This is an optimization exercise on Yosys and OpenROAD, whose aim is small area and a short achievable clock period, not a production implementation.
At most, simulation tests tie the RTL to the original design; equivalence was not proved.
For run 1, only the layout was checked, not whether the RTL still works.
Power and IR drop assume default switching activity.

<file path="design.v">
module full_adder(input a,b,cin,
                  output sum,co);
assign sum=a^b^cin;
assign co=(a&b)|(b&cin)|(cin&a);
endmodule
module half_adder(input a,
                  input b,
                  output sum,
                  output carry);
assign sum=a^b;
assign carry=a&b;
endmodule
module half_adder_n(input a_n,
                    input b_n,
                    output sum_n,
                    output carry_n);
xnor2 x(a_n,b_n,sum_n);
or2 o(a_n,b_n,carry_n);
endmodule
module xnor2(input a,b, output y);
assign y=~(a^b);
endmodule
module or2(input a,b, output y);
assign y=a|b;
endmodule
module mux2_1(input h,s,en,clr,
              output d);
assign d=~clr&(en?s:h);
endmodule
module mul_16x16(input clk,
                 input [15:0]a,
                 input [15:0]b,
                 output [31:0]c);
reg [15:0]ra,rb;
reg [55:0]s2;      
reg [31:0]p3,p4;
wire pn0_0 = ~(ra[0] & rb[0]);    
wire pn0_1 = ~(ra[0] & rb[1]);    
wire pn0_2 = ~(ra[0] & rb[2]);    
wire pn0_3 = ~(ra[0] & rb[3]);    
wire pn0_4 = ~(ra[0] & rb[4]);    
wire pn0_5 = ~(ra[0] & rb[5]);    
wire pn0_6 = ~(ra[0] & rb[6]);    
wire pn0_7 = ~(ra[0] & rb[7]);    
wire pn0_8 = ~(ra[0] & rb[8]);    
wire pn0_9 = ~(ra[0] & rb[9]);    
wire pn0_10 = ~(ra[0] & rb[10]);    
wire pn0_11 = ~(ra[0] & rb[11]);    
wire pn0_12 = ~(ra[0] & rb[12]);    
wire pn0_13 = ~(ra[0] & rb[13]);    
wire pn0_14 = ~(ra[0] & rb[14]);    
wire pn0_15 = ~(ra[0] & rb[15]);    
wire pn1_0 = ~(ra[1] & rb[0]);    
wire pn1_1 = ~(ra[1] & rb[1]);    
wire pn1_2 = ~(ra[1] & rb[2]);    
wire pn1_3 = ~(ra[1] & rb[3]);    
wire pn1_4 = ~(ra[1] & rb[4]);    
wire pn1_5 = ~(ra[1] & rb[5]);    
wire pn1_6 = ~(ra[1] & rb[6]);    
wire pn1_7 = ~(ra[1] & rb[7]);    
wire pn1_8 = ~(ra[1] & rb[8]);    
wire pn1_9 = ~(ra[1] & rb[9]);    
wire pn1_10 = ~(ra[1] & rb[10]);    
wire pn1_11 = ~(ra[1] & rb[11]);    
wire pn1_12 = ~(ra[1] & rb[12]);    
wire pn1_13 = ~(ra[1] & rb[13]);    
wire pn1_14 = ~(ra[1] & rb[14]);    
wire pn1_15 = ~(ra[1] & rb[15]);    
wire pn2_0 = ~(ra[2] & rb[0]);    
wire pn2_1 = ~(ra[2] & rb[1]);    
wire pn2_2 = ~(ra[2] & rb[2]);    
wire pn2_3 = ~(ra[2] & rb[3]);    
wire pn2_4 = ~(ra[2] & rb[4]);    
wire pn2_5 = ~(ra[2] & rb[5]);    
wire pn2_6 = ~(ra[2] & rb[6]);    
wire pn2_7 = ~(ra[2] & rb[7]);    
wire pn2_8 = ~(ra[2] & rb[8]);    
wire pn2_9 = ~(ra[2] & rb[9]);    
wire pn2_10 = ~(ra[2] & rb[10]);    
wire pn2_11 = ~(ra[2] & rb[11]);    
wire pn2_12 = ~(ra[2] & rb[12]);    
wire pn2_13 = ~(ra[2] & rb[13]);    
wire pn2_14 = ~(ra[2] & rb[14]);    
wire pn2_15 = ~(ra[2] & rb[15]);    
wire pn3_0 = ~(ra[3] & rb[0]);    
wire pn3_1 = ~(ra[3] & rb[1]);    
wire pn3_2 = ~(ra[3] & rb[2]);    
wire pn3_3 = ~(ra[3] & rb[3]);    
wire pn3_4 = ~(ra[3] & rb[4]);    
wire pn3_5 = ~(ra[3] & rb[5]);    
wire pn3_6 = ~(ra[3] & rb[6]);    
wire pn3_7 = ~(ra[3] & rb[7]);    
wire pn3_8 = ~(ra[3] & rb[8]);    
wire pn3_9 = ~(ra[3] & rb[9]);    
wire pn3_10 = ~(ra[3] & rb[10]);    
wire pn3_11 = ~(ra[3] & rb[11]);    
wire pn3_12 = ~(ra[3] & rb[12]);    
wire pn3_13 = ~(ra[3] & rb[13]);    
wire pn3_14 = ~(ra[3] & rb[14]);    
wire pn3_15 = ~(ra[3] & rb[15]);    
wire pn4_0 = ~(ra[4] & rb[0]);    
wire pn4_1 = ~(ra[4] & rb[1]);    
wire pn4_2 = ~(ra[4] & rb[2]);    
wire pn4_3 = ~(ra[4] & rb[3]);    
wire pn4_4 = ~(ra[4] & rb[4]);    
wire pn4_5 = ~(ra[4] & rb[5]);    
wire pn4_6 = ~(ra[4] & rb[6]);    
wire pn4_7 = ~(ra[4] & rb[7]);    
wire pn4_8 = ~(ra[4] & rb[8]);    
wire pn4_9 = ~(ra[4] & rb[9]);    
wire pn4_10 = ~(ra[4] & rb[10]);    
wire pn4_11 = ~(ra[4] & rb[11]);    
wire pn4_12 = ~(ra[4] & rb[12]);    
wire pn4_13 = ~(ra[4] & rb[13]);    
wire pn4_14 = ~(ra[4] & rb[14]);    
wire pn4_15 = ~(ra[4] & rb[15]);    
wire pn5_0 = ~(ra[5] & rb[0]);    
wire pn5_1 = ~(ra[5] & rb[1]);    
wire pn5_2 = ~(ra[5] & rb[2]);    
wire pn5_3 = ~(ra[5] & rb[3]);    
wire pn5_4 = ~(ra[5] & rb[4]);    
wire pn5_5 = ~(ra[5] & rb[5]);    
wire pn5_6 = ~(ra[5] & rb[6]);    
wire pn5_7 = ~(ra[5] & rb[7]);    
wire pn5_8 = ~(ra[5] & rb[8]);    
wire pn5_9 = ~(ra[5] & rb[9]);    
wire pn5_10 = ~(ra[5] & rb[10]);    
wire pn5_11 = ~(ra[5] & rb[11]);    
wire pn5_12 = ~(ra[5] & rb[12]);    
wire pn5_13 = ~(ra[5] & rb[13]);    
wire pn5_14 = ~(ra[5] & rb[14]);    
wire pn5_15 = ~(ra[5] & rb[15]);    
wire pn6_0 = ~(ra[6] & rb[0]);    
wire pn6_1 = ~(ra[6] & rb[1]);    
wire pn6_2 = ~(ra[6] & rb[2]);    
wire pn6_3 = ~(ra[6] & rb[3]);    
wire pn6_4 = ~(ra[6] & rb[4]);    
wire pn6_5 = ~(ra[6] & rb[5]);    
wire pn6_6 = ~(ra[6] & rb[6]);    
wire pn6_7 = ~(ra[6] & rb[7]);    
wire pn6_8 = ~(ra[6] & rb[8]);    
wire pn6_9 = ~(ra[6] & rb[9]);    
wire pn6_10 = ~(ra[6] & rb[10]);    
wire pn6_11 = ~(ra[6] & rb[11]);    
wire pn6_12 = ~(ra[6] & rb[12]);    
wire pn6_13 = ~(ra[6] & rb[13]);    
wire pn6_14 = ~(ra[6] & rb[14]);    
wire pn6_15 = ~(ra[6] & rb[15]);    
wire pn7_0 = ~(ra[7] & rb[0]);    
wire pn7_1 = ~(ra[7] & rb[1]);    
wire pn7_2 = ~(ra[7] & rb[2]);    
wire pn7_3 = ~(ra[7] & rb[3]);    
wire pn7_4 = ~(ra[7] & rb[4]);    
wire pn7_5 = ~(ra[7] & rb[5]);    
wire pn7_6 = ~(ra[7] & rb[6]);    
wire pn7_7 = ~(ra[7] & rb[7]);    
wire pn7_8 = ~(ra[7] & rb[8]);    
wire pn7_9 = ~(ra[7] & rb[9]);    
wire pn7_10 = ~(ra[7] & rb[10]);    
wire pn7_11 = ~(ra[7] & rb[11]);    
wire pn7_12 = ~(ra[7] & rb[12]);    
wire pn7_13 = ~(ra[7] & rb[13]);    
wire pn7_14 = ~(ra[7] & rb[14]);    
wire pn7_15 = ~(ra[7] & rb[15]);    
wire pn8_0 = ~(ra[8] & rb[0]);    
wire pn8_1 = ~(ra[8] & rb[1]);    
wire pn8_2 = ~(ra[8] & rb[2]);    
wire pn8_3 = ~(ra[8] & rb[3]);    
wire pn8_4 = ~(ra[8] & rb[4]);    
wire pn8_5 = ~(ra[8] & rb[5]);    
wire pn8_6 = ~(ra[8] & rb[6]);    
wire pn8_7 = ~(ra[8] & rb[7]);    
wire pn8_8 = ~(ra[8] & rb[8]);    
wire pn8_9 = ~(ra[8] & rb[9]);    
wire pn8_10 = ~(ra[8] & rb[10]);    
wire pn8_11 = ~(ra[8] & rb[11]);    
wire pn8_12 = ~(ra[8] & rb[12]);    
wire pn8_13 = ~(ra[8] & rb[13]);    
wire pn8_14 = ~(ra[8] & rb[14]);    
wire pn8_15 = ~(ra[8] & rb[15]);    
wire pn9_0 = ~(ra[9] & rb[0]);    
wire pn9_1 = ~(ra[9] & rb[1]);    
wire pn9_2 = ~(ra[9] & rb[2]);    
wire pn9_3 = ~(ra[9] & rb[3]);    
wire pn9_4 = ~(ra[9] & rb[4]);    
wire pn9_5 = ~(ra[9] & rb[5]);    
wire pn9_6 = ~(ra[9] & rb[6]);    
wire pn9_7 = ~(ra[9] & rb[7]);    
wire pn9_8 = ~(ra[9] & rb[8]);    
wire pn9_9 = ~(ra[9] & rb[9]);    
wire pn9_10 = ~(ra[9] & rb[10]);    
wire pn9_11 = ~(ra[9] & rb[11]);    
wire pn9_12 = ~(ra[9] & rb[12]);    
wire pn9_13 = ~(ra[9] & rb[13]);    
wire pn9_14 = ~(ra[9] & rb[14]);    
wire pn9_15 = ~(ra[9] & rb[15]);    
wire pn10_0 = ~(ra[10] & rb[0]);    
wire pn10_1 = ~(ra[10] & rb[1]);    
wire pn10_2 = ~(ra[10] & rb[2]);    
wire pn10_3 = ~(ra[10] & rb[3]);    
wire pn10_4 = ~(ra[10] & rb[4]);    
wire pn10_5 = ~(ra[10] & rb[5]);    
wire pn10_6 = ~(ra[10] & rb[6]);    
wire pn10_7 = ~(ra[10] & rb[7]);    
wire pn10_8 = ~(ra[10] & rb[8]);    
wire pn10_9 = ~(ra[10] & rb[9]);    
wire pn10_10 = ~(ra[10] & rb[10]);    
wire pn10_11 = ~(ra[10] & rb[11]);    
wire pn10_12 = ~(ra[10] & rb[12]);    
wire pn10_13 = ~(ra[10] & rb[13]);    
wire pn10_14 = ~(ra[10] & rb[14]);    
wire pn10_15 = ~(ra[10] & rb[15]);    
wire pn11_0 = ~(ra[11] & rb[0]);    
wire pn11_1 = ~(ra[11] & rb[1]);    
wire pn11_2 = ~(ra[11] & rb[2]);    
wire pn11_3 = ~(ra[11] & rb[3]);    
wire pn11_4 = ~(ra[11] & rb[4]);    
wire pn11_5 = ~(ra[11] & rb[5]);    
wire pn11_6 = ~(ra[11] & rb[6]);    
wire pn11_7 = ~(ra[11] & rb[7]);    
wire pn11_8 = ~(ra[11] & rb[8]);    
wire pn11_9 = ~(ra[11] & rb[9]);    
wire pn11_10 = ~(ra[11] & rb[10]);    
wire pn11_11 = ~(ra[11] & rb[11]);    
wire pn11_12 = ~(ra[11] & rb[12]);    
wire pn11_13 = ~(ra[11] & rb[13]);    
wire pn11_14 = ~(ra[11] & rb[14]);    
wire pn11_15 = ~(ra[11] & rb[15]);    
wire pn12_0 = ~(ra[12] & rb[0]);    
wire pn12_1 = ~(ra[12] & rb[1]);    
wire pn12_2 = ~(ra[12] & rb[2]);    
wire pn12_3 = ~(ra[12] & rb[3]);    
wire pn12_4 = ~(ra[12] & rb[4]);    
wire pn12_5 = ~(ra[12] & rb[5]);    
wire pn12_6 = ~(ra[12] & rb[6]);    
wire pn12_7 = ~(ra[12] & rb[7]);    
wire pn12_8 = ~(ra[12] & rb[8]);    
wire pn12_9 = ~(ra[12] & rb[9]);    
wire pn12_10 = ~(ra[12] & rb[10]);    
wire pn12_11 = ~(ra[12] & rb[11]);    
wire pn12_12 = ~(ra[12] & rb[12]);    
wire pn12_13 = ~(ra[12] & rb[13]);    
wire pn12_14 = ~(ra[12] & rb[14]);    
wire pn12_15 = ~(ra[12] & rb[15]);    
wire pn13_0 = ~(ra[13] & rb[0]);    
wire pn13_1 = ~(ra[13] & rb[1]);    
wire pn13_2 = ~(ra[13] & rb[2]);    
wire pn13_3 = ~(ra[13] & rb[3]);    
wire pn13_4 = ~(ra[13] & rb[4]);    
wire pn13_5 = ~(ra[13] & rb[5]);    
wire pn13_6 = ~(ra[13] & rb[6]);    
wire pn13_7 = ~(ra[13] & rb[7]);    
wire pn13_8 = ~(ra[13] & rb[8]);    
wire pn13_9 = ~(ra[13] & rb[9]);    
wire pn13_10 = ~(ra[13] & rb[10]);    
wire pn13_11 = ~(ra[13] & rb[11]);    
wire pn13_12 = ~(ra[13] & rb[12]);    
wire pn13_13 = ~(ra[13] & rb[13]);    
wire pn13_14 = ~(ra[13] & rb[14]);    
wire pn13_15 = ~(ra[13] & rb[15]);    
wire pn14_0 = ~(ra[14] & rb[0]);    
wire pn14_1 = ~(ra[14] & rb[1]);    
wire pn14_2 = ~(ra[14] & rb[2]);    
wire pn14_3 = ~(ra[14] & rb[3]);    
wire pn14_4 = ~(ra[14] & rb[4]);    
wire pn14_5 = ~(ra[14] & rb[5]);    
wire pn14_6 = ~(ra[14] & rb[6]);    
wire pn14_7 = ~(ra[14] & rb[7]);    
wire pn14_8 = ~(ra[14] & rb[8]);    
wire pn14_9 = ~(ra[14] & rb[9]);    
wire pn14_10 = ~(ra[14] & rb[10]);    
wire pn14_11 = ~(ra[14] & rb[11]);    
wire pn14_12 = ~(ra[14] & rb[12]);    
wire pn14_13 = ~(ra[14] & rb[13]);    
wire pn14_14 = ~(ra[14] & rb[14]);    
wire pn14_15 = ~(ra[14] & rb[15]);    
wire pn15_0 = ~(ra[15] & rb[0]);    
wire pn15_1 = ~(ra[15] & rb[1]);    
wire pn15_2 = ~(ra[15] & rb[2]);    
wire pn15_3 = ~(ra[15] & rb[3]);    
wire pn15_4 = ~(ra[15] & rb[4]);    
wire pn15_5 = ~(ra[15] & rb[5]);    
wire pn15_6 = ~(ra[15] & rb[6]);    
wire pn15_7 = ~(ra[15] & rb[7]);    
wire pn15_8 = ~(ra[15] & rb[8]);    
wire pn15_9 = ~(ra[15] & rb[9]);    
wire pn15_10 = ~(ra[15] & rb[10]);    
wire pn15_11 = ~(ra[15] & rb[11]);    
wire pn15_12 = ~(ra[15] & rb[12]);    
wire pn15_13 = ~(ra[15] & rb[13]);    
wire pn15_14 = ~(ra[15] & rb[14]);    
wire pn15_15 = ~(ra[15] & rb[15]);    
wire s1, c2;
half_adder_n ha2(pn0_13, pn1_12, s1, c2);
wire s3, c4;
full_adder fa4(pn0_14, pn1_13, pn2_12, s3, c4);
wire s5, c6;
half_adder_n ha6(pn3_11, pn4_10, s5, c6);
wire s7, c8;
full_adder fa8(pn0_15, pn1_14, pn2_13, s7, c8);
wire s9, c10;
full_adder fa10(pn3_12, pn4_11, pn5_10, s9, c10);
wire s11, c12;
half_adder_n ha12(pn6_9, pn7_8, s11, c12);
wire s13, c14;
full_adder fa14(pn1_15, pn2_14, pn3_13, s13, c14);
wire s15, c16;
full_adder fa16(pn4_12, pn5_11, pn6_10, s15, c16);
wire s17, c18;
half_adder_n ha18(pn7_9, pn8_8, s17, c18);
wire s19, c20;
full_adder fa20(pn2_15, pn3_14, pn4_13, s19, c20);
wire s21, c22;
full_adder fa22(pn5_12, pn6_11, pn7_10, s21, c22);
wire s23, c24;
full_adder fa24(pn3_15, pn4_14, pn5_13, s23, c24);
wire s25, c26;
half_adder_n ha26(pn0_9, pn1_8, s25, c26);
wire s27, c28;
full_adder fa28(pn0_10, pn1_9, pn2_8, s27, c28);
wire s29, c30;
half_adder_n ha30(pn3_7, pn4_6, s29, c30);
wire s31, c32;
full_adder fa32(pn0_11, pn1_10, pn2_9, s31, c32);
wire s33, c34;
full_adder fa34(pn3_8, pn4_7, pn5_6, s33, c34);
wire s35, c36;
half_adder_n ha36(pn6_5, pn7_4, s35, c36);
wire s37, c38;
full_adder fa38(pn0_12, pn1_11, pn2_10, s37, c38);
wire s39, c40;
full_adder fa40(pn3_9, pn4_8, pn5_7, s39, c40);
wire s41, c42;
full_adder fa42(pn6_6, pn7_5, pn8_4, s41, c42);
wire s43, c44;
half_adder_n ha44(pn9_3, pn10_2, s43, c44);
wire s45, c46;
full_adder fa46(pn2_11, pn3_10, pn4_9, s45, c46);
wire s47, c48;
full_adder fa48(pn5_8, pn6_7, pn7_6, s47, c48);
wire s49, c50;
full_adder fa50(pn8_5, pn9_4, pn10_3, s49, c50);
wire s51, c52;
full_adder fa52(pn11_2, pn12_1, pn13_0, s51, c52);
wire s53, c54;
full_adder fa54(pn5_9, pn6_8, pn7_7, s53, c54);
wire s55, c56;
full_adder fa56(pn8_6, pn9_5, pn10_4, s55, c56);
wire s57, c58;
full_adder fa58(pn11_3, pn12_2, pn13_1, s57, c58);
wire s59, c60;
full_adder fa60(pn14_0, c2, s5, s59, c60);
wire s61, c62;
full_adder fa62(pn8_7, pn9_6, pn10_5, s61, c62);
wire s63, c64;
full_adder fa64(pn11_4, pn12_3, pn13_2, s63, c64);
wire s65, c66;
full_adder fa66(pn14_1, pn15_0, c6, s65, c66);
wire s67, c68;
full_adder fa68(s11, c4, s7, s67, c68);
wire s69, c70;
full_adder fa70(pn9_7, pn10_6, pn11_5, s69, c70);
wire s71, c72;
full_adder fa72(pn12_4, pn13_3, pn14_2, s71, c72);
wire s73, c74;
full_adder fa74(pn15_1, c12, s17, s73, c74);
wire s75, c76;
full_adder fa76(c8, c10, s13, s75, c76);
wire s77, c78;
full_adder fa78(pn8_9, pn9_8, pn10_7, s77, c78);
wire s79, c80;
full_adder fa80(pn11_6, pn12_5, pn13_4, s79, c80);
wire s81, c82;
full_adder fa82(pn14_3, pn15_2, c18, s81, c82);
wire s83, c84;
full_adder fa84(c14, c16, s19, s83, c84);
wire s85, c86;
full_adder fa86(pn6_12, pn7_11, pn8_10, s85, c86);
wire s87, c88;
full_adder fa88(pn9_9, pn10_8, pn11_7, s87, c88);
wire s89, c90;
full_adder fa90(pn12_6, pn13_5, pn14_4, s89, c90);
wire s91, c92;
full_adder fa92(pn15_3, c20, c22, s91, c92);
wire s93, c94;
full_adder fa94(pn4_15, pn5_14, pn6_13, s93, c94);
wire s95, c96;
full_adder fa96(pn7_12, pn8_11, pn9_10, s95, c96);
wire s97, c98;
full_adder fa98(pn10_9, pn11_8, pn12_7, s97, c98);
wire s99, c100;
full_adder fa100(pn13_6, pn14_5, pn15_4, s99, c100);
wire s101, c102;
full_adder fa102(pn5_15, pn6_14, pn7_13, s101, c102);
wire s103, c104;
full_adder fa104(pn8_12, pn9_11, pn10_10, s103, c104);
wire s105, c106;
full_adder fa106(pn11_9, pn12_8, pn13_7, s105, c106);
wire s107, c108;
full_adder fa108(pn6_15, pn7_14, pn8_13, s107, c108);
wire s109, c110;
full_adder fa110(pn9_12, pn10_11, pn11_10, s109, c110);
wire s111, c112;
full_adder fa112(pn7_15, pn8_14, pn9_13, s111, c112);
wire s113, c114;
half_adder_n ha114(pn0_6, pn1_5, s113, c114);
wire s115, c116;
full_adder fa116(pn0_7, pn1_6, pn2_5, s115, c116);
wire s117, c118;
half_adder_n ha118(pn3_4, pn4_3, s117, c118);
wire s119, c120;
full_adder fa120(pn0_8, pn1_7, pn2_6, s119, c120);
wire s121, c122;
full_adder fa122(pn3_5, pn4_4, pn5_3, s121, c122);
wire s123, c124;
half_adder_n ha124(pn6_2, pn7_1, s123, c124);
wire s125, c126;
full_adder fa126(pn2_7, pn3_6, pn4_5, s125, c126);
wire s127, c128;
full_adder fa128(pn5_4, pn6_3, pn7_2, s127, c128);
wire s129, c130;
full_adder fa130(pn8_1, pn9_0, s25, s129, c130);
wire s131, c132;
full_adder fa132(pn5_5, pn6_4, pn7_3, s131, c132);
wire s133, c134;
full_adder fa134(pn8_2, pn9_1, pn10_0, s133, c134);
wire s135, c136;
full_adder fa136(c26, s29, s27, s135, c136);
wire s137, c138;
full_adder fa138(pn8_3, pn9_2, pn10_1, s137, c138);
wire s139, c140;
full_adder fa140(pn11_0, c30, s35, s139, c140);
wire s141, c142;
full_adder fa142(c28, s31, s33, s141, c142);
wire s143, c144;
full_adder fa144(pn11_1, pn12_0, c36, s143, c144);
wire s145, c146;
full_adder fa146(s43, c32, c34, s145, c146);
wire s147, c148;
full_adder fa148(s37, s39, s41, s147, c148);
wire s149, c150;
full_adder fa150(c44, s1, c38, s149, c150);
wire s151, c152;
full_adder fa152(c40, c42, s45, s151, c152);
wire s153, c154;
full_adder fa154(s47, s49, s51, s153, c154);
wire s155, c156;
full_adder fa156(c46, c48, c50, s155, c156);
wire s157, c158;
full_adder fa158(c52, s53, s55, s157, c158);
wire s159, c160;
full_adder fa160(s57, s3, s59, s159, c160);
wire s161, c162;
full_adder fa162(c54, c56, c58, s161, c162);
wire s163, c164;
full_adder fa164(s61, s63, s9, s163, c164);
wire s165, c166;
full_adder fa166(c60, s65, s67, s165, c166);
wire s167, c168;
full_adder fa168(c62, c64, s69, s167, c168);
wire s169, c170;
full_adder fa170(s71, s15, c66, s169, c170);
wire s171, c172;
full_adder fa172(s73, c68, s75, s171, c172);
wire s173, c174;
full_adder fa174(c70, c72, s77, s173, c174);
wire s175, c176;
full_adder fa176(s79, s21, c74, s175, c176);
wire s177, c178;
full_adder fa178(s81, c76, s83, s177, c178);
wire s179, c180;
full_adder fa180(c78, c80, s85, s179, c180);
wire s181, c182;
full_adder fa182(s87, s89, s23, s181, c182);
wire s183, c184;
full_adder fa184(c82, c84, s91, s183, c184);
wire s185, c186;
full_adder fa186(c86, c88, c90, s185, c186);
wire s187, c188;
full_adder fa188(s93, s95, s97, s187, c188);
wire s189, c190;
full_adder fa190(s99, c24, c92, s189, c190);
wire s191, c192;
full_adder fa192(pn14_6, pn15_5, c94, s191, c192);
wire s193, c194;
full_adder fa194(c96, c98, c100, s193, c194);
wire s195, c196;
full_adder fa196(s101, s103, s105, s195, c196);
wire s197, c198;
full_adder fa198(pn12_9, pn13_8, pn14_7, s197, c198);
wire s199, c200;
full_adder fa200(pn15_6, c102, c104, s199, c200);
wire s201, c202;
full_adder fa202(c106, s107, s109, s201, c202);
wire s203, c204;
full_adder fa204(pn10_12, pn11_11, pn12_10, s203, c204);
wire s205, c206;
full_adder fa206(pn13_9, pn14_8, pn15_7, s205, c206);
wire s207, c208;
full_adder fa208(c108, c110, s111, s207, c208);
wire s209, c210;
full_adder fa210(pn8_15, pn9_14, pn10_13, s209, c210);
wire s211, c212;
full_adder fa212(pn11_12, pn12_11, pn13_10, s211, c212);
wire s213, c214;
full_adder fa214(pn14_9, pn15_8, c112, s213, c214);
wire s215, c216;
full_adder fa216(pn9_15, pn10_14, pn11_13, s215, c216);
wire s217, c218;
full_adder fa218(pn12_12, pn13_11, pn14_10, s217, c218);
wire s219, c220;
full_adder fa220(pn10_15, pn11_14, pn12_13, s219, c220);
wire s221, c222;
half_adder_n ha222(pn0_4, pn1_3, s221, c222);
wire s223, c224;
full_adder fa224(pn0_5, pn1_4, pn2_3, s223, c224);
wire s225, c226;
half_adder_n ha226(pn3_2, pn4_1, s225, c226);
wire s227, c228;
full_adder fa228(pn2_4, pn3_3, pn4_2, s227, c228);
wire s229, c230;
full_adder fa230(pn5_1, pn6_0, s113, s229, c230);
wire s231, c232;
full_adder fa232(pn5_2, pn6_1, pn7_0, s231, c232);
wire s233, c234;
full_adder fa234(c114, s117, s115, s233, c234);
wire s235, c236;
full_adder fa236(pn8_0, c118, s123, s235, c236);
wire s237, c238;
full_adder fa238(c116, s119, s121, s237, c238);
wire s239, c240;
full_adder fa240(c124, c120, c122, s239, c240);
wire s241, c242;
full_adder fa242(s125, s127, s129, s241, c242);
wire s243, c244;
full_adder fa244(c126, c128, s131, s243, c244);
wire s245, c246;
full_adder fa246(s133, c130, s135, s245, c246);
wire s247, c248;
full_adder fa248(c132, c134, s137, s247, c248);
wire s249, c250;
full_adder fa250(s139, c136, s141, s249, c250);
wire s251, c252;
full_adder fa252(c138, c140, s143, s251, c252);
wire s253, c254;
full_adder fa254(c142, s145, s147, s253, c254);
wire s255, c256;
full_adder fa256(c144, c146, c148, s255, c256);
wire s257, c258;
full_adder fa258(s149, s151, s153, s257, c258);
wire s259, c260;
full_adder fa260(c150, c152, c154, s259, c260);
wire s261, c262;
full_adder fa262(s155, s157, s159, s261, c262);
wire s263, c264;
full_adder fa264(c156, c158, s161, s263, c264);
wire s265, c266;
full_adder fa266(s163, c160, s165, s265, c266);
wire s267, c268;
full_adder fa268(c162, c164, s167, s267, c268);
wire s269, c270;
full_adder fa270(s169, c166, s171, s269, c270);
wire s271, c272;
full_adder fa272(c168, s173, c170, s271, c272);
wire s273, c274;
full_adder fa274(s175, c172, s177, s273, c274);
wire s275, c276;
full_adder fa276(c174, s179, s181, s275, c276);
wire s277, c278;
full_adder fa278(c176, c178, s183, s277, c278);
wire s279, c280;
full_adder fa280(c180, c182, s185, s279, c280);
wire s281, c282;
full_adder fa282(s187, c184, s189, s281, c282);
wire s283, c284;
full_adder fa284(c186, c188, s191, s283, c284);
wire s285, c286;
full_adder fa286(s193, s195, c190, s285, c286);
wire s287, c288;
full_adder fa288(s197, c192, c194, s287, c288);
wire s289, c290;
full_adder fa290(c196, s199, s201, s289, c290);
wire s291, c292;
full_adder fa292(c198, s203, s205, s291, c292);
wire s293, c294;
full_adder fa294(c200, c202, s207, s293, c294);
wire s295, c296;
full_adder fa296(c204, c206, s209, s295, c296);
wire s297, c298;
full_adder fa298(s211, c208, s213, s297, c298);
wire s299, c300;
full_adder fa300(pn15_9, c210, c212, s299, c300);
wire s301, c302;
full_adder fa302(s215, s217, c214, s301, c302);
wire s303, c304;
full_adder fa304(pn13_12, pn14_11, pn15_10, s303, c304);
wire s305, c306;
full_adder fa306(c216, c218, s219, s305, c306);
wire s307, c308;
full_adder fa308(pn11_15, pn12_14, pn13_13, s307, c308);
wire s309, c310;
full_adder fa310(pn14_12, pn15_11, c220, s309, c310);
wire s311, c312;
full_adder fa312(pn12_15, pn13_14, pn14_13, s311, c312);
wire s313, c314;
half_adder_n ha314(pn0_3, pn1_2, s313, c314);
wire s315, c316;
full_adder fa316(pn2_2, pn3_1, pn4_0, s315, c316);
wire s317, c318;
full_adder fa318(pn5_0, c222, s225, s317, c318);
wire s319, c320;
full_adder fa320(c226, c224, s227, s319, c320);
wire s321, c322;
full_adder fa322(c228, s231, c230, s321, c322);
wire s323, c324;
full_adder fa324(c232, s235, c234, s323, c324);
wire s325, c326;
full_adder fa326(c236, c238, s239, s325, c326);
wire s327, c328;
full_adder fa328(c240, s243, c242, s327, c328);
wire s329, c330;
full_adder fa330(c244, s247, c246, s329, c330);
wire s331, c332;
full_adder fa332(c248, s251, c250, s331, c332);
wire s333, c334;
full_adder fa334(c252, c254, s255, s333, c334);
wire s335, c336;
full_adder fa336(c256, c258, s259, s335, c336);
wire s337, c338;
full_adder fa338(c260, s263, c262, s337, c338);
wire s339, c340;
full_adder fa340(c264, s267, c266, s339, c340);
wire s341, c342;
full_adder fa342(c268, s271, c270, s341, c342);
wire s343, c344;
full_adder fa344(s275, c272, c274, s343, c344);
wire s345, c346;
full_adder fa346(c276, s279, c278, s345, c346);
wire s347, c348;
full_adder fa348(c280, s283, c282, s347, c348);
wire s349, c350;
full_adder fa350(c284, s287, s289, s349, c350);
wire s351, c352;
full_adder fa352(s291, c288, c290, s351, c352);
wire s353, c354;
full_adder fa354(c292, s295, c294, s353, c354);
wire s355, c356;
full_adder fa356(c296, s299, c298, s355, c356);
wire s357, c358;
full_adder fa358(s303, c300, s305, s357, c358);
wire s359, c360;
full_adder fa360(c304, s307, c306, s359, c360);
wire s361, c362;
full_adder fa362(pn15_12, c308, s311, s361, c362);
wire s363, c364;
full_adder fa364(pn13_15, pn14_14, pn15_13, s363, c364);
wire s365, c366;
half_adder_n ha366(pn0_2, pn1_1, s365, c366);
wire s367, c368;
full_adder fa368(pn2_1, pn3_0, s313, s367, c368);
wire s369, c370;
full_adder fa370(c314, s221, s315, s369, c370);
wire s371, c372;
full_adder fa372(c316, s223, s317, s371, c372);
wire s373, c374;
full_adder fa374(c318, s229, s319, s373, c374);
wire s375, c376;
full_adder fa376(c320, s233, s321, s375, c376);
wire s377, c378;
full_adder fa378(s237, c322, s323, s377, c378);
wire s379, c380;
full_adder fa380(s241, c324, s325, s379, c380);
wire s381, c382;
full_adder fa382(c326, s245, s327, s381, c382);
wire s383, c384;
full_adder fa384(s249, c328, s329, s383, c384);
wire s385, c386;
full_adder fa386(s253, c330, s331, s385, c386);
wire s387, c388;
full_adder fa388(s257, c332, s333, s387, c388);
wire s389, c390;
full_adder fa390(s261, c334, s335, s389, c390);
wire s391, c392;
full_adder fa392(c336, s265, s337, s391, c392);
wire s393, c394;
full_adder fa394(s269, c338, s339, s393, c394);
wire s395, c396;
full_adder fa396(s273, c340, s341, s395, c396);
wire s397, c398;
full_adder fa398(s277, c342, s343, s397, c398);
wire s399, c400;
full_adder fa400(s281, c344, s345, s399, c400);
wire s401, c402;
full_adder fa402(s285, c346, s347, s401, c402);
wire s403, c404;
full_adder fa404(s349, c286, c348, s403, c404);
wire s405, c406;
full_adder fa406(s293, c350, s351, s405, c406);
wire s407, c408;
full_adder fa408(s297, c352, s353, s407, c408);
wire s409, c410;
full_adder fa410(s301, c354, s355, s409, c410);
wire s411, c412;
full_adder fa412(s357, c302, c356, s411, c412);
wire s413, c414;
full_adder fa414(s309, c358, s359, s413, c414);
wire s415, c416;
full_adder fa416(s361, c310, c360, s415, c416);
wire s417, c418;
full_adder fa418(s363, c312, c362, s417, c418);
wire s419, c420;
full_adder fa420(pn14_15, pn15_14, c364, s419, c420);
wire s421, c422;
half_adder_n ha422(pn0_1, pn1_0, s421, c422);
wire s423, c424;
full_adder fa424(pn2_0, s365, c422, s423, c424);
wire s425, c426;
full_adder fa426(c366, s367, c424, s425, c426);
wire s427, c428;
full_adder fa428(c368, s369, c426, s427, c428);
wire s429, c430;
full_adder fa430(c370, s371, c428, s429, c430);
wire s431, c432;
full_adder fa432(c372, s373, c430, s431, c432);
wire [55:0]s2_d;
assign s2_d[0] = pn0_0;    
assign s2_d[1] = s421;    
assign s2_d[2] = s423;    
assign s2_d[3] = s425;    
assign s2_d[4] = s427;    
assign s2_d[5] = s429;    
assign s2_d[6] = s431;    
assign s2_d[7] = c374;    
assign s2_d[8] = s375;    
assign s2_d[9] = c432;    
assign s2_d[10] = c376;    
assign s2_d[11] = s377;    
assign s2_d[12] = c378;    
assign s2_d[13] = s379;    
assign s2_d[14] = c380;    
assign s2_d[15] = s381;    
assign s2_d[16] = c382;    
assign s2_d[17] = s383;    
assign s2_d[18] = c384;    
assign s2_d[19] = s385;    
assign s2_d[20] = c386;    
assign s2_d[21] = s387;    
assign s2_d[22] = c388;    
assign s2_d[23] = s389;    
assign s2_d[24] = c390;    
assign s2_d[25] = s391;    
assign s2_d[26] = c392;    
assign s2_d[27] = s393;    
assign s2_d[28] = c394;    
assign s2_d[29] = s395;    
assign s2_d[30] = c396;    
assign s2_d[31] = s397;    
assign s2_d[32] = c398;    
assign s2_d[33] = s399;    
assign s2_d[34] = c400;    
assign s2_d[35] = s401;    
assign s2_d[36] = c402;    
assign s2_d[37] = s403;    
assign s2_d[38] = c404;    
assign s2_d[39] = s405;    
assign s2_d[40] = c406;    
assign s2_d[41] = s407;    
assign s2_d[42] = c408;    
assign s2_d[43] = s409;    
assign s2_d[44] = c410;    
assign s2_d[45] = s411;    
assign s2_d[46] = c412;    
assign s2_d[47] = s413;    
assign s2_d[48] = c414;    
assign s2_d[49] = s415;    
assign s2_d[50] = c416;    
assign s2_d[51] = s417;    
assign s2_d[52] = c418;    
assign s2_d[53] = s419;    
assign s2_d[54] = c420;    
assign s2_d[55] = pn15_15;    
wire [31:0]x3 = {1'b1, s2[54], s2[52], s2[50], s2[48], s2[46], s2[44], s2[42], s2[40], s2[38], s2[36], s2[34], s2[32], s2[30], s2[28], s2[26], s2[24], s2[22], s2[20], s2[18], s2[16], s2[14], s2[12], s2[10], s2[7], s2[6], s2[5], s2[4], s2[3], s2[2], s2[1], s2[0]};
wire [31:0]y3 = {1'b1, s2[55], s2[53], s2[51], s2[49], s2[47], s2[45], s2[43], s2[41], s2[39], s2[37], s2[35], s2[33], s2[31], s2[29], s2[27], s2[25], s2[23], s2[21], s2[19], s2[17], s2[15], s2[13], s2[11], s2[8], 1'b1, 1'b1, 1'b1, 1'b1, 1'b1, 1'b1, 1'b1};
wire kg0 = s2[7] & s2[8];
wire kp0 = s2[7] ^ s2[8];
wire kg1 = s2[10] & s2[11];
wire kp1 = s2[10] ^ s2[11];
wire kg2 = s2[12] & s2[13];
wire kp2 = s2[12] ^ s2[13];
wire kg3 = s2[14] & s2[15];
wire kp3 = s2[14] ^ s2[15];
wire kg4 = s2[16] & s2[17];
wire kp4 = s2[16] ^ s2[17];
wire kg5 = s2[18] & s2[19];
wire kp5 = s2[18] ^ s2[19];
wire kg6 = s2[20] & s2[21];
wire kp6 = s2[20] ^ s2[21];
wire kg7 = s2[22] & s2[23];
wire kp7 = s2[22] ^ s2[23];
wire kg8 = s2[24] & s2[25];
wire kp8 = s2[24] ^ s2[25];
wire kg9 = s2[26] & s2[27];
wire kp9 = s2[26] ^ s2[27];
wire kg10 = s2[28] & s2[29];
wire kp10 = s2[28] ^ s2[29];
wire kg11 = s2[30] & s2[31];
wire kp11 = s2[30] ^ s2[31];
wire kg12 = s2[32] & s2[33];
wire kp12 = s2[32] ^ s2[33];
wire kg13 = s2[34] & s2[35];
wire kp13 = s2[34] ^ s2[35];
wire kg14 = s2[36] & s2[37];
wire kp14 = s2[36] ^ s2[37];
wire kg15 = s2[38] & s2[39];
wire kp15 = s2[38] ^ s2[39];
wire kg16 = s2[40] & s2[41];
wire kp16 = s2[40] ^ s2[41];
wire kg17 = s2[42] & s2[43];
wire kp17 = s2[42] ^ s2[43];
wire kg18 = s2[44] & s2[45];
wire kp18 = s2[44] ^ s2[45];
wire kg19 = s2[46] & s2[47];
wire kp19 = s2[46] ^ s2[47];
wire kg20 = s2[48] & s2[49];
wire kp20 = s2[48] ^ s2[49];
wire kg21 = s2[50] & s2[51];
wire kp21 = s2[50] ^ s2[51];
wire kg22 = s2[52] & s2[53];
wire kp22 = s2[52] ^ s2[53];
wire kg23 = s2[54] & s2[55];
wire kp23 = s2[54] ^ s2[55];
wire kg24 = 1'b1 & 1'b1;
wire kp24 = 1'b1 ^ 1'b1;
wire kg0c = kg0 | (kp0 & s2[9]);
wire kG1 = kg1 | (kp1 & kg0c);
wire kP1 = kp1 & kp0;
wire kG2 = kg3 | (kp3 & kg2);
wire kP2 = kp3 & kp2;
wire kG3 = kg5 | (kp5 & kg4);
wire kP3 = kp5 & kp4;
wire kG4 = kg7 | (kp7 & kg6);
wire kP4 = kp7 & kp6;
wire kG5 = kg9 | (kp9 & kg8);
wire kP5 = kp9 & kp8;
wire kG6 = kg11 | (kp11 & kg10);
wire kP6 = kp11 & kp10;
wire kG7 = kg13 | (kp13 & kg12);
wire kP7 = kp13 & kp12;
wire kG8 = kg15 | (kp15 & kg14);
wire kP8 = kp15 & kp14;
wire kG9 = kg17 | (kp17 & kg16);
wire kP9 = kp17 & kp16;
wire kG10 = kg19 | (kp19 & kg18);
wire kP10 = kp19 & kp18;
wire kG11 = kg21 | (kp21 & kg20);
wire kP11 = kp21 & kp20;
wire kG12 = kg23 | (kp23 & kg22);
wire kP12 = kp23 & kp22;
wire kG13 = kG2 | (kP2 & kG1);
wire kP13 = kP2 & kP1;
wire kG14 = kG4 | (kP4 & kG3);
wire kP14 = kP4 & kP3;
wire kG15 = kG6 | (kP6 & kG5);
wire kP15 = kP6 & kP5;
wire kG16 = kG8 | (kP8 & kG7);
wire kP16 = kP8 & kP7;
wire kG17 = kG10 | (kP10 & kG9);
wire kP17 = kP10 & kP9;
wire kG18 = kG12 | (kP12 & kG11);
wire kP18 = kP12 & kP11;
wire kG19 = kG14 | (kP14 & kG13);
wire kP19 = kP14 & kP13;
wire kG20 = kG16 | (kP16 & kG15);
wire kP20 = kP16 & kP15;
wire kG21 = kG18 | (kP18 & kG17);
wire kP21 = kP18 & kP17;
wire kG22 = kG20 | (kP20 & kG19);
wire kP22 = kP20 & kP19;
wire kG23 = kG21 | (kP21 & kG22);
wire kP23 = kP21 & kP22;
wire kG24 = kG15 | (kP15 & kG19);
wire kP24 = kP15 & kP19;
wire kG25 = kG17 | (kP17 & kG22);
wire kP25 = kP17 & kP22;
wire kG26 = kG3 | (kP3 & kG13);
wire kP26 = kP3 & kP13;
wire kG27 = kG5 | (kP5 & kG19);
wire kP27 = kP5 & kP19;
wire kG28 = kG7 | (kP7 & kG24);
wire kP28 = kP7 & kP24;
wire kG29 = kG9 | (kP9 & kG22);
wire kP29 = kP9 & kP22;
wire kG30 = kG11 | (kP11 & kG25);
wire kP30 = kP11 & kP25;
wire kG31 = kg2 | (kp2 & kG1);
wire kP31 = kp2 & kP1;
wire kG32 = kg4 | (kp4 & kG13);
wire kP32 = kp4 & kP13;
wire kG33 = kg6 | (kp6 & kG26);
wire kP33 = kp6 & kP26;
wire kG34 = kg8 | (kp8 & kG19);
wire kP34 = kp8 & kP19;
wire kG35 = kg10 | (kp10 & kG27);
wire kP35 = kp10 & kP27;
wire kG36 = kg12 | (kp12 & kG24);
wire kP36 = kp12 & kP24;
wire kG37 = kg14 | (kp14 & kG28);
wire kP37 = kp14 & kP28;
wire kG38 = kg16 | (kp16 & kG22);
wire kP38 = kp16 & kP22;
wire kG39 = kg18 | (kp18 & kG29);
wire kP39 = kp18 & kP29;
wire kG40 = kg20 | (kp20 & kG25);
wire kP40 = kp20 & kP25;
wire kG41 = kg22 | (kp22 & kG30);
wire kP41 = kp22 & kP30;
wire kG42 = kg24 | (kp24 & kG23);
wire kP42 = kp24 & kP23;
wire [31:0]p3_d = {(kp24 ^ kG23), (kp23 ^ kG41), (kp22 ^ kG30), (kp21 ^ kG40), (kp20 ^ kG25), (kp19 ^ kG39), (kp18 ^ kG29), (kp17 ^ kG38), (kp16 ^ kG22), (kp15 ^ kG37), (kp14 ^ kG28), (kp13 ^ kG36), (kp12 ^ kG24), (kp11 ^ kG35), (kp10 ^ kG27), (kp9 ^ kG34), (kp8 ^ kG19), (kp7 ^ kG33), (kp6 ^ kG26), (kp5 ^ kG32), (kp4 ^ kG13), (kp3 ^ kG31), (kp2 ^ kG1), (kp1 ^ kg0c), (kp0 ^ s2[9]), s2[6], s2[5], s2[4], s2[3], s2[2], s2[1], s2[0]};
always @(posedge clk)
 begin
  ra<=a;
  rb<=b;
  s2<=s2_d;
  p3<=~p3_d;    
  p4<=p3;
 end
assign c=p4;
endmodule
module accumulator(input clk,en,clr,
                   input [31:0]a,
                   output [39:0]c);
reg [39:0]acc;
wire [39:0]b={8'b0,a};
wire [39:0]g0=acc&b;
wire [39:0]p0=acc^b;
wire gg1 = g0[1] | (p0[1] & g0[0]);
wire pp1 = p0[1] & p0[0];
wire gg2 = g0[3] | (p0[3] & g0[2]);
wire pp2 = p0[3] & p0[2];
wire gg3 = g0[5] | (p0[5] & g0[4]);
wire pp3 = p0[5] & p0[4];
wire gg4 = g0[7] | (p0[7] & g0[6]);
wire pp4 = p0[7] & p0[6];
wire gg5 = g0[9] | (p0[9] & g0[8]);
wire pp5 = p0[9] & p0[8];
wire gg6 = g0[11] | (p0[11] & g0[10]);
wire pp6 = p0[11] & p0[10];
wire gg7 = g0[13] | (p0[13] & g0[12]);
wire pp7 = p0[13] & p0[12];
wire gg8 = g0[15] | (p0[15] & g0[14]);
wire pp8 = p0[15] & p0[14];
wire gg9 = g0[17] | (p0[17] & g0[16]);
wire pp9 = p0[17] & p0[16];
wire gg10 = g0[19] | (p0[19] & g0[18]);
wire pp10 = p0[19] & p0[18];
wire gg11 = g0[21] | (p0[21] & g0[20]);
wire pp11 = p0[21] & p0[20];
wire gg12 = g0[23] | (p0[23] & g0[22]);
wire pp12 = p0[23] & p0[22];
wire gg13 = g0[25] | (p0[25] & g0[24]);
wire pp13 = p0[25] & p0[24];
wire gg14 = g0[27] | (p0[27] & g0[26]);
wire pp14 = p0[27] & p0[26];
wire gg15 = g0[29] | (p0[29] & g0[28]);
wire pp15 = p0[29] & p0[28];
wire gg16 = g0[31] | (p0[31] & g0[30]);
wire pp16 = p0[31] & p0[30];
wire gg17 = g0[33] | (p0[33] & g0[32]);
wire pp17 = p0[33] & p0[32];
wire gg18 = g0[35] | (p0[35] & g0[34]);
wire pp18 = p0[35] & p0[34];
wire gg19 = g0[37] | (p0[37] & g0[36]);
wire pp19 = p0[37] & p0[36];
wire gg20 = g0[39] | (p0[39] & g0[38]);
wire pp20 = p0[39] & p0[38];
wire gg21 = gg2 | (pp2 & gg1);
wire pp21 = pp2 & pp1;
wire gg22 = gg4 | (pp4 & gg3);
wire pp22 = pp4 & pp3;
wire gg23 = gg6 | (pp6 & gg5);
wire pp23 = pp6 & pp5;
wire gg24 = gg8 | (pp8 & gg7);
wire pp24 = pp8 & pp7;
wire gg25 = gg10 | (pp10 & gg9);
wire pp25 = pp10 & pp9;
wire gg26 = gg12 | (pp12 & gg11);
wire pp26 = pp12 & pp11;
wire gg27 = gg14 | (pp14 & gg13);
wire pp27 = pp14 & pp13;
wire gg28 = gg16 | (pp16 & gg15);
wire pp28 = pp16 & pp15;
wire gg29 = gg18 | (pp18 & gg17);
wire pp29 = pp18 & pp17;
wire gg30 = gg20 | (pp20 & gg19);
wire pp30 = pp20 & pp19;
wire gg31 = gg22 | (pp22 & gg21);
wire pp31 = pp22 & pp21;
wire gg32 = gg24 | (pp24 & gg23);
wire pp32 = pp24 & pp23;
wire gg33 = gg26 | (pp26 & gg25);
wire pp33 = pp26 & pp25;
wire gg34 = gg28 | (pp28 & gg27);
wire pp34 = pp28 & pp27;
wire gg35 = gg30 | (pp30 & gg29);
wire pp35 = pp30 & pp29;
wire gg36 = gg32 | (pp32 & gg31);
wire pp36 = pp32 & pp31;
wire gg37 = gg34 | (pp34 & gg33);
wire pp37 = pp34 & pp33;
wire gg38 = gg37 | (pp37 & gg36);
wire pp38 = pp37 & pp36;
wire gg39 = gg33 | (pp33 & gg36);
wire pp39 = pp33 & pp36;
wire gg40 = gg35 | (pp35 & gg38);
wire pp40 = pp35 & pp38;
wire gg41 = gg23 | (pp23 & gg31);
wire pp41 = pp23 & pp31;
wire gg42 = gg25 | (pp25 & gg36);
wire pp42 = pp25 & pp36;
wire gg43 = gg27 | (pp27 & gg39);
wire pp43 = pp27 & pp39;
wire gg44 = gg29 | (pp29 & gg38);
wire pp44 = pp29 & pp38;
wire gg45 = gg3 | (pp3 & gg21);
wire pp45 = pp3 & pp21;
wire gg46 = gg5 | (pp5 & gg31);
wire pp46 = pp5 & pp31;
wire gg47 = gg7 | (pp7 & gg41);
wire pp47 = pp7 & pp41;
wire gg48 = gg9 | (pp9 & gg36);
wire pp48 = pp9 & pp36;
wire gg49 = gg11 | (pp11 & gg42);
wire pp49 = pp11 & pp42;
wire gg50 = gg13 | (pp13 & gg39);
wire pp50 = pp13 & pp39;
wire gg51 = gg15 | (pp15 & gg43);
wire pp51 = pp15 & pp43;
wire gg52 = gg17 | (pp17 & gg38);
wire pp52 = pp17 & pp38;
wire gg53 = gg19 | (pp19 & gg44);
wire pp53 = pp19 & pp44;
wire gg54 = g0[2] | (p0[2] & gg1);
wire pp54 = p0[2] & pp1;
wire gg55 = g0[4] | (p0[4] & gg21);
wire pp55 = p0[4] & pp21;
wire gg56 = g0[6] | (p0[6] & gg45);
wire pp56 = p0[6] & pp45;
wire gg57 = g0[8] | (p0[8] & gg31);
wire pp57 = p0[8] & pp31;
wire gg58 = g0[10] | (p0[10] & gg46);
wire pp58 = p0[10] & pp46;
wire gg59 = g0[12] | (p0[12] & gg41);
wire pp59 = p0[12] & pp41;
wire gg60 = g0[14] | (p0[14] & gg47);
wire pp60 = p0[14] & pp47;
wire gg61 = g0[16] | (p0[16] & gg36);
wire pp61 = p0[16] & pp36;
wire gg62 = g0[18] | (p0[18] & gg48);
wire pp62 = p0[18] & pp48;
wire gg63 = g0[20] | (p0[20] & gg42);
wire pp63 = p0[20] & pp42;
wire gg64 = g0[22] | (p0[22] & gg49);
wire pp64 = p0[22] & pp49;
wire gg65 = g0[24] | (p0[24] & gg39);
wire pp65 = p0[24] & pp39;
wire gg66 = g0[26] | (p0[26] & gg50);
wire pp66 = p0[26] & pp50;
wire gg67 = g0[28] | (p0[28] & gg43);
wire pp67 = p0[28] & pp43;
wire gg68 = g0[30] | (p0[30] & gg51);
wire pp68 = p0[30] & pp51;
wire gg69 = g0[32] | (p0[32] & gg38);
wire pp69 = p0[32] & pp38;
wire gg70 = g0[34] | (p0[34] & gg52);
wire pp70 = p0[34] & pp52;
wire gg71 = g0[36] | (p0[36] & gg44);
wire pp71 = p0[36] & pp44;
wire gg72 = g0[38] | (p0[38] & gg53);
wire pp72 = p0[38] & pp53;
wire [39:0]cy={gg72, gg53, gg71, gg44, gg70, gg52, gg69, gg38, gg68, gg51, gg67, gg43, gg66, gg50, gg65, gg39, gg64, gg49, gg63, gg42, gg62, gg48, gg61, gg36, gg60, gg47, gg59, gg41, gg58, gg46, gg57, gg31, gg56, gg45, gg55, gg21, gg54, gg1, g0[0], 1'b0};
wire [39:0]sum=p0^cy;
wire [39:0]d;
genvar i;
generate
 for (i=0;i<40;i=i+1)
  begin : sel
   mux2_1 m(acc[i],sum[i],en,clr,d[i]);
  end
endgenerate
always @(posedge clk)
  acc <= d;
assign c = acc;
endmodule
module mac_unit(input clk,en,clr,
                input [15:0]a,b,
                output [39:0]c);
wire [31:0]temp1;
mul_16x16 m1(clk,a,b,temp1);
accumulator a1(clk,en,clr,temp1,c);
endmodule
</file>
<file path="flow/sizes.tcl">
# Sizes of the output buffers (made by buffer_ports, named output*) and of the
# accumulator flip-flops that drive them.
foreach inst [get_cells {output*}] {
  replace_cell $inst sky130_fd_sc_hd__buf_2
}
foreach inst [get_cells {a1.acc*}] {
  replace_cell $inst sky130_fd_sc_hd__dfxtp_2
}
</file>
<file path="constraint.sdc">
create_clock -name core_clock -period 13.5 [get_ports {clk}]
set_input_delay 2.7000 -clock core_clock [delete_from_list [all_inputs] [get_ports {clk}]]
set_output_delay 2.7000 -clock core_clock [all_outputs]
set_load 0.01 [all_outputs]
</file>
<file path="standard.sh">
#!/bin/bash
# synth_recipe.tcl (not shown) runs the flow's synth.tcl, then flattens the netlist and writes it again
# the make line also repeats each setting of config.mk as NAME=value (left out here)
make -C /OpenROAD-flow-scripts/flow DESIGN_CONFIG=/design/flow/config.mk WORK_HOME=/design/flow/orfs CLKGATE_MAP_FILE= SYNTH_SCRIPT=/design/flow/synth_recipe.tcl "${@:-finish}"
</file>
<file path="flow/run.sh">
#!/bin/bash
# The standard layout (standard.sh), with these changes:
#  - every port gets a buf_1 buffer (ORFS's buffer_ports with -buffer_cell);
#  - before the resize step (flow/sizes.tcl) the output buffers become buf_2 and the
#    accumulator flip-flops that drive them dfxtp_2;
#  - setup repair aims for 9.70 ns of slack at the design's clock period, and
#    does not remove buffers (so every port keeps its buffer).
# ORFS writes each step's full log under orfs/logs/; make's own output goes to standard.log.
export BUFFER_PORTS_ARGS="-buffer_cell sky130_fd_sc_hd__buf_1"
export PRE_RESIZE_TCL=$PWD/flow/sizes.tcl
export SETUP_SLACK_MARGIN=9.70
export SKIP_BUFFER_REMOVAL=1
bash standard.sh > standard.log 2>&1
</file>
<file path="config.mk">
export PLATFORM = sky130hd
export DESIGN_NAME = mac_unit
export DESIGN_NICKNAME = mac_unit
export VERILOG_FILES = /design/flow/design.v
export SDC_FILE = /design/flow/constraint.sdc
export NUM_CORES = 4
export LEC_CHECK = 0
export CAP_MARGIN = 20
export CORE_MARGIN = 2
export CORE_UTILIZATION = 40
export CTS_BUF_LIST = sky130_fd_sc_hd__clkbuf_8
export SLEW_MARGIN = 20
export SYNTH_HIERARCHICAL = 1
export SYNTH_MINIMUM_KEEP_SIZE = 0
</file>
==> run notes, run 1 <==
----------------------------------------------------
[Pwr]
  Maximum resistive drop on vdd ... 0.0000688 V
  Leakage power of the design ... 5.44 nW
  Share of power burned in registers ... 0.360
  Combinational group share of total power ... 0.497
  Total power density per cell area ... 196 nW/um^2
  Portion of total power attributed to the clock network ... 0.143
  Net switching component of the power ... 1.08 mW
  Internal power summed over all cells ... 1.55 mW
  Share of total power consumed by net switching ... 0.411

[Synthesis]
  Post-synthesis share of cell area spent on and, or, nand and nor gates ... 0.123
  Syn nets ... 1460
  Sequential cell area fraction in the yosys report ... 0.309
  Most numerous cell types in the synthesized netlist ... sky130_fd_sc_hd__nand2_1, sky130_fd_sc_hd__fa_1, sky130_fd_sc_hd__dfxtp_1
  Most frequent cell after synthesis ... sky130_fd_sc_hd__nand2_1
  Share of synthesized area spent on multiplexers ... 0.0322
  Area fraction in compound gates after synthesis ... 0.0350
  Post-Syn Area per Cell ... 10.9 um^2
  Xor/xnor share of the synthesized area ... 0.0324
  Post-synthesis share of cell area spent on full adders, half adders and majority gates ... 0.426
  Cell types with the largest area share after synthesis ... sky130_fd_sc_hd__fa_1, sky130_fd_sc_hd__dfxtp_1, sky130_fd_sc_hd__nand2_1
  Main combinational cell family by area after synthesis ... adder cells
  Post-synth ARST share ... 0
  Synthesized instance count ... 1139
  Count of different cell masters after synthesis ... 45
  Yosys warns ... 8
  Dominant cell type by area after synthesis ... sky130_fd_sc_hd__fa_1
  Fraction of synthesized cell area taken by the top area cell type ... 0.369
  Netlist area before placement ... 12400 um^2
  Synth Flop Type ... sky130_fd_sc_hd__dfxtp_1
  Number of enable flip-flop cells after synthesis ... 0
  Count of state elements after synthesis ... 192

[Floorplan]
  Top-level I/O count ... 75
  Floorplan die area ... 32500 um^2
  Placeable core area ... 30600 um^2
  Overall die height ... 180 um
  Std cell rows ... 64
  Starting Density ... 0.407
  Width of the die ... 180 um

[Global route]
  Grt ovf ... 0
  Antenna violations before repair ... 0
  Wire length of the first global-routing pass ... 44.7 mm
  Global-route total usage across every layer ... 0.174
  Number of global-route vias before repair ... 8534
  Maximum number of pins on one net before global-route repair ... 41

[STA]
  Setup Skew ... 17.0 ps
  Post-route setup slack ... 9800 ps
  Final hold slack ... 326 ps
  Shortest clock period the worst path allows after layout ... 3700 ps
  Final clock period utilization by the worst path ... 0.274
  Peak Freq ... 0.270 GHz
  Relative slew slack ... 0.368
  Final Hold Vio Count ... 0
  Actual transition at the worst max-transition pin ... 948 ps
  Setup-violating endpoint count in the final report ... 0
  Final Max Tran Viols ... 0
  Setup repair after global routing missed its margin ... yes
  Setup total negative slack ... 0 ps

[Route]
  Drc violations ... 0
  Via count of the routed design ... 7772
  Routed via count divided by cell count ... 4.95
  Count of routing violations after the opening detailed-route iteration ... 477
  Drt wl/cell ... 16.8 um
  Drt total wl ... 26.3 mm
  Residual antenna-violating net count after detailed routing ... 0
  Initial DRT Pass Iterations ... 5

[Placement]
  Post-detail-place hpwl ... 19.1 mm
  Final weighted congestion of routability-driven global placement ... 0.838
  Port Buf Inserts ... 74
  Setup WS pre-CTS ... 9590 ps
  Standard cell area after detailed placement ... 13000 um^2

[Layout]
  Footprint of the flip-flops and latches ... 3930 um^2
  Final instance area ... 13400 um^2
  Number of nets in the final layout ... 1482
  Total area of multi-input combinational cells ... 8070 um^2
  Area Growth Syn to Fin ... 8.12%
  Number of inserted diodes ... 0
  Fraction of final layout cells with drive strength greater than 1 ... 0.128
  Total of fill cells in the finished design ... 2897

[Critical path]
  Worst Path Buf+Inv ... 1
  Register-to-Register Setup Slack ... 9820 ps
  Startpoint type of the worst setup path ... flip-flop
  Number of cell instances on the worst register-to-register path ... 7
  Critical path data arrival time ... 1000 ps
  Startpoint of the worst register-to-register path ... m1.ra[0]
  Critical Path Slowest Stage Cell ... sky130_fd_sc_hd__dfxtp_2
  Destination of the worst register-to-register timing path ... m1.s2[29]
  Critical setup path kind ... flip-flop to output pin
  Crit-path leading delay family ... flip-flops
  Cell-by-cell trace of the critical path ... buf_2
  Top fanout value on the critical path ... 4
  Largest incremental delay on the critical path ... 390 ps
  Crit end category ... output pin
  Critical path required time ... 10800 ps

[Clock tree]
  Clock latency of the later-clocked register in the worst-skew pair ... 470 ps
  Number of sinks driven by the clock tree ... 192
  Cell at the root of the clock tree ... sky130_fd_sc_hd__clkbuf_8
  Clock transition at the registers of the reported paths ... 120 ps
  Max H-tree Level ... 4
  Number of buffers inserted for hold repair after clock tree synthesis ... 0
  CTS tree ... done
  Max Root-Sink Buffers ... 2
  Number of clock buffers inserted by TritonCTS ... 17

[Flow run]
  Maximum capacitance violations ... 0

[Hold path]
  Hold crit path type ... flip-flop to flip-flop
  Hold_sp ... m1.p3[26]
  Hold Path Depth ... 0
  Terminating pin of the worst hold path ... m1.p4[26]

[Status]
  Run status ... finished clean

----------------------------------------------------
flip-flops by register name, indices dropped and copies added (netlist names):
name	cells
m1.s2	56
a1.acc	40
m1.p3	32
m1.p4	32
m1.ra	16
m1.rb	16
timing repair:
action | 4_1_cts | 5_1_grt
buffers inserted | 0 | 0
gates resized for setup | 12 | 13
setup endpoints to repair | 9 | 15
power by group through the flow:
stage,logic (mW),clock network [mW],registers (mW)
after floorplan,1.00,0,0.910
after global placement,1.26,0,0.950
after detailed placement,1.33,0,0.962
after CTS,1.33,0.394,0.949
after global routing,1.54,0.417,0.980
final,1.31,0.377,0.949
through the flow:
step	total power [mW]	util	instances
after floorplan	1.91	-	1139
after global placement	2.21	0.422	1538
after detailed placement	2.29	0.426	1538
after CTS	2.67	0.439	1570
after global routing	2.94	0.440	1570
final	2.63	0.440	1570
final cells by class:
cell class / count / share of cell area
Multi-Input combinational cell: 815 / 0.600
Sequential cell: 192 / 0.292
Tap cell: 396 / 0.0368
Timing Repair Buffer: 75 / 0.0251
Clock buffer: 17 / 0.0174
Inverter: 60 / 0.0167
Clock inverter: 15 / 0.0118
routing by layer:
| layer | up-vias | track usage | wire [um] |
|---|---|---|---|
| met2 | 259 | 0.277 | 11900 |
| met5 | - | 0 | 0 |
| li1 | 3583 | - | - |
| met3 | 45 | 0.0534 | 2040 |
| met4 | 0 | 0.0455 | 519 |
| met1 | 3885 | 0.231 | 11900 |
layout by cell type, fill, tap and decap left out, types with 3 or more instances in the layout:
master	Yosys	routed
sky130_fd_sc_hd__nand2_1	279	279
sky130_fd_sc_hd__fa_1	229	229
sky130_fd_sc_hd__dfxtp_1	192	129
sky130_fd_sc_hd__dfxtp_2	0	61
sky130_fd_sc_hd__inv_1	60	60
sky130_fd_sc_hd__ha_1	57	57
sky130_fd_sc_hd__nor2_1	49	49
sky130_fd_sc_hd__mux2i_1	40	40
sky130_fd_sc_hd__buf_2	0	40
sky130_fd_sc_hd__buf_1	0	32
sky130_fd_sc_hd__xnor2_1	29	29
sky130_fd_sc_hd__a21oi_1	27	27
sky130_fd_sc_hd__xor2_1	17	17
sky130_fd_sc_hd__clkbuf_8	0	17
sky130_fd_sc_hd__or2_1	16	16
sky130_fd_sc_hd__o21ai_0	10	10
sky130_fd_sc_hd__o21a_1	6	6
sky130_fd_sc_hd__o211ai_1	5	5
sky130_fd_sc_hd__nand4_1	5	5
sky130_fd_sc_hd__inv_8	0	5
sky130_fd_sc_hd__nand3_1	4	4
sky130_fd_sc_hd__nand2b_1	4	4
sky130_fd_sc_hd__inv_6	0	4
sky130_fd_sc_hd__nor3_1	3	3
sky130_fd_sc_hd__a211oi_1	3	3
sky130_fd_sc_hd__o21ai_1	3	3
per-module statistics from Yosys (local to each module, per instance), a selection:
| module | flip-flops and latches | cells |
|---|---|---|
| full_adder | 0 | 1 |
| or2 | 0 | 1 |
| mul_16x16 | 152 | 596 |
| accumulator | 40 | 231 |
| mux2_1 | 0 | 2 |
| xnor2 | 0 | 1 |
worst max-delay path by stage:
stage	start	end	slack, ps	cells past startpoint
after CTS	m1.ra[5]	m1.s2[33]	9700	7
after detailed placement	m1.ra[0]	m1.s2[29]	9590	7
after floorplan	m1.rb[11]	m1.s2[31]	9870	9
final	a1.acc[20]	c[20]	9800	1
after global placement	en	a1.acc[35]	9630	4
after global routing	m1.ra[0]	m1.s2[29]	9670	7
logic make-up (layout without fill, tap and decap cells):
group                    after synthesis  in the layout
adder cells (fa/ha/maj)              286            286
buffers and inverters                132            167
XOR/XNOR                              46             46
multiplexers                          40             40
flip-flops                           192            192
AO/OA/AOI/OAI                         69             69
AND/OR/NAND/NOR                      374            374
==> inputs of run 2 (changes only) <==
--- a/design.v
+++ b/design.v
@@ -23,9 +23,9 @@
 module or2(input a,b, output y);
 assign y=a|b;
 endmodule
-module mux2_1(input h,s,en,clr,
+module mux2_1(input h,s,e1,e0,
               output d);
-assign d=~clr&(en?s:h);
+assign d=(e1&s)|(e0&h);
 endmodule
 module mul_16x16(input clk,
                  input [15:0]a,
@@ -1081,11 +1081,13 @@
 wire [39:0]cy={gg72, gg53, gg71, gg44, gg70, gg52, gg69, gg38, gg68, gg51, gg67, gg43, gg66, gg50, gg65, gg39, gg64, gg49, gg63, gg42, gg62, gg48, gg61, gg36, gg60, gg47, gg59, gg41, gg58, gg46, gg57, gg31, gg56, gg45, gg55, gg21, gg54, gg1, g0[0], 1'b0};
 wire [39:0]sum=p0^cy;
 wire [39:0]d;
+wire e1=en&~clr;     
+wire e0=~(en|clr);   
 genvar i;
 generate
  for (i=0;i<40;i=i+1)
   begin : sel
-   mux2_1 m(acc[i],sum[i],en,clr,d[i]);
+   mux2_1 m(acc[i],sum[i],e1,e0,d[i]);
   end
 endgenerate
 always @(posedge clk)
==> run 2 against run 1 <==
  * Still clean on timing, DRC and antenna
  * Cell count down 2.4%
  * Routed wire length down 2.1%
  * Sequential cell count unchanged
  * Register-to-register slack about the same
  * Critical endpoint is now c[22]
  * Highest routed layer unchanged
==> run notes, run 2 <==
----------------------------------------------------
[Critical path]
  Top fanout value on the critical path ... 4
  Crit-path leading delay family ... flip-flops
  Startpoint type of the worst setup path ... flip-flop
  Crit end category ... output pin
  Largest incremental delay on the critical path ... 380 ps
  Critical path data arrival time ... 1020 ps
  Cell-by-cell trace of the critical path ... buf_2
  Critical Path Slowest Stage Cell ... sky130_fd_sc_hd__dfxtp_2

[Clock tree]
  Clock latency of the later-clocked register in the worst-skew pair ... 490 ps
  Number of sinks driven by the clock tree ... 192
  Max H-tree Level ... 4
  Number of buffers inserted to repair setup after CTS ... 0
  CTS tree ... done
  Number of clock buffers inserted by TritonCTS ... 17
  Cell at the root of the clock tree ... sky130_fd_sc_hd__clkbuf_8
  Max Root-Sink Buffers ... 2

[STA]
  Final Max Tran Viols ... 0
  Final clock period utilization by the worst path ... 0.276
  Final hold slack ... 319 ps
  Peak Freq ... 0.269 GHz
  Actual transition at the worst max-transition pin ... 1020 ps
  Relative slew slack ... 0.322
  Setup-violating endpoint count in the final report ... 0
  Final Hold Vio Count ... 0
  Setup repair after global routing missed its margin ... no
  Shortest clock period the worst path allows after layout ... 3720 ps

[Synthesis]
  Netlist area before placement ... 12200 um^2
  Count of different cell masters after synthesis ... 45
  Cell types with the largest area share after synthesis ... sky130_fd_sc_hd__fa_1, sky130_fd_sc_hd__dfxtp_1, sky130_fd_sc_hd__nand2_1
  Synthesized instance count ... 1101
  Dominant cell type by area after synthesis ... sky130_fd_sc_hd__fa_1
  Most frequent cell after synthesis ... sky130_fd_sc_hd__nand2_1
  Sequential cell area fraction in the yosys report ... 0.314

[Route]
  Drt wl/cell ... 16.8 um
  Routed via count divided by cell count ... 4.96
  Initial DRT Pass Iterations ... 5
  Residual antenna-violating net count after detailed routing ... 0
  Count of routing violations after the opening detailed-route iteration ... 487
  Drt total wl ... 25.8 mm

[Layout]
  Number of flip-flops under the largest register name ... 56
  Footprint of the flip-flops and latches ... 3920 um^2
  Most flop-heavy register ... m1.s2
  Final Instance Count excl. Fillers ... 1532
  Biggest regs ... m1.s2: 56 flops, a1.acc: 40 flops
  Area Growth Syn to Fin ... 8.38%
  Total of fill cells in the finished design ... 2834
  Number of inserted diodes ... 0
  Number of nets in the final layout ... 1444

[Floorplan]
  Starting Density ... 0.404
  Width of the die ... 179 um
  Std cell rows ... 64
  Top-level I/O count ... 75
  Overall die height ... 179 um
  Placeable core area ... 30300 um^2

[Global route]
  Wire length of the first global-routing pass ... 42.9 mm
  Grt ovf ... 0
  Global-route total usage across every layer ... 0.175

[Placement]
  Post-detail-place hpwl ... 18.7 mm
  Final weighted congestion of routability-driven global placement ... 0.825
  Port Buf Inserts ... 74
  Dpl cells ... 1500

[Status]
  Run status ... finished clean

[Pwr]
  Combinational group share of total power ... 0.480
  Share of total power consumed by net switching ... 0.394
  Share of power burned in registers ... 0.369
  Total power density per cell area ... 191 nW/um^2
  Internal power summed over all cells ... 1.54 mW
  Net switching component of the power ... 999 uW
  Maximum resistive drop on vdd ... 0.0000761 V

[Flow run]
  Maximum capacitance violations ... 0

[Hold path]
  Hold crit path type ... flip-flop to flip-flop

----------------------------------------------------
[run 2: final timing paths]
check	startpoint	end	slack [ps]	depth (start not counted)
min reg2reg	m1.p3[19]	m1.p4[19]	320	0
max reg2reg	m1.rb[7]	m1.s2[31]	9820	6
min	m1.p3[19]	m1.p4[19]	320	0
max	a1.acc[22]	c[22]	9780	1
[run 2: what timing repair did]
item	4_1_cts	5_1_grt
hold buffers	0	0
pin swaps	0	0
endpoints found under the setup margin	9	11
resized for setup	15	8
[run 2: cell type report]
cell class              instances  area share
clock buffers                  21      0.0218
clock inverters                11     0.00886
inverters                      60      0.0170
multi-input cells             777       0.594
flip-flops and latches        192       0.295
well taps                     396      0.0373
repair buffers                 75      0.0253
[run 2: logic make-up (layout without fill, tap and decap cells)]
kind of cell	Yosys count	in the layout	share of synthesized area
simple gates	336	336	0.114
fa+ha+maj	286	286	0.432
flops	192	192	0.314
compound gates	109	109	0.0641
xor+xnor	46	46	0.0329
buf+inv	132	167	0.0429
[run 2: power by group through the flow]
stage / combinational (mW) / sequential (mW) / clock [mW]
2_1_floorplan: 0.951 / 0.898 / 0
3_5_place_dp: 1.24 / 0.949 / 0
5_1_grt: 1.44 / 0.962 / 0.422
3_3_place_gp: 1.18 / 0.940 / 0
6_report: 1.22 / 0.936 / 0.385
4_1_cts: 1.24 / 0.937 / 0.401
[run 2: Yosys stat by module, one instance, submodules excluded, a selection]
| module | cells | times used |
|---|---|---|
| mux2_1 | 1 | 40 |
| mul_16x16 | 596 | 1 |
| or2 | 1 | 16 |
| accumulator | 233 | 1 |
| xnor2 | 1 | 16 |
| full_adder | 1 | 200 |
[run 2: metal layers]
layer  routed length [um]  global-route usage
met1                11600               0.236
met2                12100               0.291
met3                 1630              0.0324
met4                  444              0.0495
met5                    0                   0
[run 2: per-stage QoR]
step	setup slack [ps]	utilization	area (um^2)
floorplan	9730	-	12300
CTS	9700	0.437	13300
detailed placement	9470	0.423	12800
global placement	9490	0.420	12700
finish	9780	0.437	13300
global route	9700	0.437	13300

-- separate check: timing with driven ports --
How much do the figures lean on ideal ports? The routed layouts below were timed once more, with nothing changed but the port constraints. Step 1 sets driving cells, clkbuf_16 on the clock port and buf_2 on the other inputs (assumed; they add their load-dependent delay and slew). Step 2, shift: input delay + t, output delay - t, t = (earliest + latest rising clock arrival at the registers) / 2. This alone moves slack from input paths to output paths. Slacks: ideal ports / drivers / drivers and shift; pairs: ideal ports / drivers.
run | t, ns | slack for setup (ns)
run 1 | 0.506 | 9.797 / 9.757 / 9.615
run 2 | 0.518 | 9.777 / 9.733 / 9.495
After both steps setup and hold are still met in every run listed.
